What follows belongs to an exercise in optimizing a design on an open flow for small area; a production flow would make more cautious choices.
The RTL was checked by simulation tests, not by an equivalence proof against the original design.
Power figures rest on the tool's default switching activity, not on a simulated workload.

Setup of lane 1:
==> flow/design.v (excerpt) <==
module synch_fifo #(
    parameter   FIFO_WIDTH = 32,                       
    parameter   FIFO_DEPTH = 16,                       
    parameter   FIFO_PTR = 4                           
) (
    input       clk,                                   
    input       rst_n,                                 
    input       fifo_wren,                             
    input       fifo_rden,                             
    input       [FIFO_WIDTH-1:0] fifo_wrdata,          
    output      [FIFO_WIDTH-1:0] fifo_rddata,          
    output      fifo_full,                             
    output      fifo_empty,                            
    output      [FIFO_PTR:0] fifo_room_avail,          
    output      [FIFO_PTR:0] fifo_data_avail           
);
Settings: LEC_CHECK=0, CAP_MARGIN=0, CORE_MARGIN=2, CORE_UTILIZATION=60, SLEW_MARGIN=0, SYNTH_HIERARCHICAL=1; clock period 10.0 ns.
standard.sh (not shown) runs the stock make flow with config.mk's settings and CLKGATE_MAP_FILE= SYNTH_SCRIPT=/design/flow/synth_recipe.tcl, a recipe that flattens the netlist after the stock synthesis.
==> flow/flow/run.sh <==
#!/bin/bash
# The standard layout, with smaller port buffers and no CTS dummy loads.
set -euo pipefail
export BUFFER_PORTS_ARGS="-buffer_cell sky130_fd_sc_hd__buf_1"
export CTS_ARGS="-sink_clustering_enable -repair_clock_nets -dont_use_dummy_load -buf_list {sky130_fd_sc_hd__clkbuf_4 sky130_fd_sc_hd__clkbuf_8 sky130_fd_sc_hd__clkbuf_16} -sink_clustering_size 24 -sink_clustering_max_diameter 80"
bash standard.sh finish > standard.log 2>&1
What lane 2 does differently from lane 1 at the input level:
==> flow/flow/run.sh <==
#!/bin/bash
# The standard layout, with smaller port buffers and no CTS dummy loads.
set -euo pipefail
export BUFFER_PORTS_ARGS="-buffer_cell sky130_fd_sc_hd__buf_1"
export CTS_ARGS="-sink_clustering_enable -repair_clock_nets -dont_use_dummy_load -buf_list sky130_fd_sc_hd__clkbuf_4 -sink_clustering_size 10 -sink_clustering_max_diameter 50"
bash standard.sh finish > standard.log 2>&1
## What came out
- Compare lane 1 and lane 2 | worst hold slack higher: lane 2
- met4 as the highest metal layer with signal wires was reported by lane 1, and met5 by lane 2.
- Measured against each other, lane 1 and lane 2 differ in sequential cell fraction of total power, the higher figure coming from lane 2.
- The wire length after detailed routing in lane 2 was higher than what lane 1 gave.
- Higher minimum clock period among lane 1 and lane 2: lane 2
- Going from lane 1 to lane 2, the wire length of the first global-routing pass was found to have gone up by 0.72%.
- Compared with lane 1, lane 2 is the less power-hungry design.


Setup of pepper:
The RTL this note starts from:
==> flow/design.v <==
`timescale 1ns / 1ps
module synch_fifo #(
    parameter   FIFO_WIDTH = 32,                       
    parameter   FIFO_DEPTH = 16,                       
    parameter   FIFO_PTR = 4                           
) (
    input       clk,                                   
    input       rst_n,                                 
    input       fifo_wren,                             
    input       fifo_rden,                             
    input       [FIFO_WIDTH-1:0] fifo_wrdata,          
    output      [FIFO_WIDTH-1:0] fifo_rddata,          
    output      fifo_full,                             
    output      fifo_empty,                            
    output      [FIFO_PTR:0] fifo_room_avail,          
    output      [FIFO_PTR:0] fifo_data_avail           
);
reg [FIFO_WIDTH-1:0] mem [0:FIFO_DEPTH-1];       
reg [FIFO_PTR-1:0] count;                        
assign fifo_full = (count == FIFO_DEPTH - 1);
assign fifo_empty = (count == 0);
assign fifo_data_avail = {1'b0, count};
assign fifo_room_avail = FIFO_DEPTH - {1'b0, count};
wire shift = fifo_wren && !fifo_full;
integer i;
always @(posedge clk) begin
    if (shift) begin
        mem[0] <= fifo_wrdata;
        for (i = 1; i < FIFO_DEPTH; i = i + 1)
            mem[i] <= mem[i-1];
    end
end
always @(posedge clk or negedge rst_n) begin
    if (!rst_n)
        count <= 0;
    else if (fifo_wren && !fifo_rden && !fifo_full)
        count <= count + 1'b1;
    else if (fifo_rden && !fifo_wren && !fifo_empty)
        count <= count - 1'b1;
end
wire [FIFO_DEPTH-1:0] sel;
fifo_dec u_dec (.a(count), .y(sel));
genvar b, w;
generate
    for (b = 0; b < FIFO_WIDTH; b = b + 1) begin : g_bit
        wire [FIFO_DEPTH-1:0] col;
        for (w = 0; w < FIFO_DEPTH; w = w + 1) begin : g_word
            assign col[w] = mem[w][b];
        end
        wire [5:0] y;
        for (w = 0; w < 5; w = w + 1) begin : g_grp
            fifo_aoi222 u_aoi (.a(col[3*w+2:3*w]), .s(sel[3*w+2:3*w]), .y(y[w]));
        end
        fifo_nand2 u_last (.a(col[15]), .b(sel[15]), .y(y[5]));
        fifo_nand6 u_out (.a(y), .y(fifo_rddata[b]));
    end
endgenerate
endmodule
module fifo_dec (
    input  [3:0] a,
    output [15:0] y
);
wire [3:0] lo_n, hi_n;
fifo_dec2n u_lo (.a(a[1:0]), .y_n(lo_n));
fifo_dec2n u_hi (.a(a[3:2]), .y_n(hi_n));
genvar k;
generate
    for (k = 0; k < 16; k = k + 1) begin : g_sel
        fifo_nor2 u_nor (.a(lo_n[k%4]), .b(hi_n[k/4]), .y(y[k]));
    end
endgenerate
endmodule
module fifo_dec2n (
    input  [1:0] a,
    output [3:0] y_n
);
assign y_n = ~(4'd1 << a);
endmodule
module fifo_nor2 (
    input  a,
    input  b,
    output y
);
assign y = ~(a | b);
endmodule
module fifo_aoi222 (
    input  [2:0] a,
    input  [2:0] s,
    output y
);
assign y = ~|(a & s);
endmodule
module fifo_nand2 (
    input  a,
    input  b,
    output y
);
assign y = ~(a & b);
endmodule
module fifo_nand6 (
    input  [5:0] a,
    output y
);
assign y = ~&a;
endmodule
clock: 10.0 ns
lec_check: 0
cap_margin: 20
core_margin: 2
core_utilization: 40
slew_margin: 20
synth_hierarchical: 1
==> flow/flow/run.sh <==
#!/bin/bash
# The standard layout, with smaller port buffers and no CTS dummy loads.
set -euo pipefail
export BUFFER_PORTS_ARGS="-buffer_cell sky130_fd_sc_hd__buf_1"
export CTS_ARGS="-sink_clustering_enable -repair_clock_nets -dont_use_dummy_load -buf_list sky130_fd_sc_hd__clkbuf_16 -sink_clustering_size 26 -sink_clustering_max_diameter 100"
bash standard.sh finish > standard.log 2>&1
pepper: flow completed, timing, DRC and antenna clean
[inputs] amber vs pepper
==> flow/flow/run.sh <==
#!/bin/bash
# The standard layout, with smaller port buffers and no CTS dummy loads.
set -euo pipefail
export BUFFER_PORTS_ARGS="-buffer_cell sky130_fd_sc_hd__buf_1"
export CTS_ARGS="-sink_clustering_enable -repair_clock_nets -dont_use_dummy_load -buf_list sky130_fd_sc_hd__clkbuf_8 -sink_clustering_size 16 -sink_clustering_max_diameter 80"
bash standard.sh finish > standard.log 2>&1
Results
- Delta (amber minus pepper): utilization of the core after routing held steady, routing usage on met1 shrank by 0.22 points, power shrank by 1.0%.
- On multi-input gate share of the layout cell area, pepper and amber are neck and neck.

[afterwards: timing with drivers on the ports]
The flow's constraints put no driver on any port. The routed layouts listed below were extracted and timed again, unchanged, in two steps.
Step 1 assumes that a clkbuf_16 drives the clock port and a buf_2 every other input.
Step 2, shift: input delay + t, output delay - t, t = (earliest + latest rising clock arrival at the registers) / 2. This alone moves slack from input paths to output paths.
Slacks: ideal / step 1 / step 2; pairs: ideal / step 1.
run | shift t [ns] | setup slack, ns | hold slack, ns | latest minus earliest clock arrival (ns) | worst data-port slew with drivers (ns)
lane 1 | 0.587 | 4.711 / 4.661 / 4.836 | 0.478 / 0.478 / 0.478 | 0.027 / 0.028 | 0.03
lane 2 | 0.762 | 4.526 / 4.483 / 4.769 | 0.483 / 0.483 / 0.483 | 0.061 / 0.061 | 0.03
pepper | 0.589 | 4.765 / 4.714 / 5.303 | 0.440 / 0.440 / 0.440 | 0.040 / 0.040 | 0.04
amber | 0.591 | 4.740 / 4.688 / 5.279 | 0.409 / 0.409 / 0.409 | 0.092 / 0.092 | 0.04
After both steps every run listed still meets setup and hold.
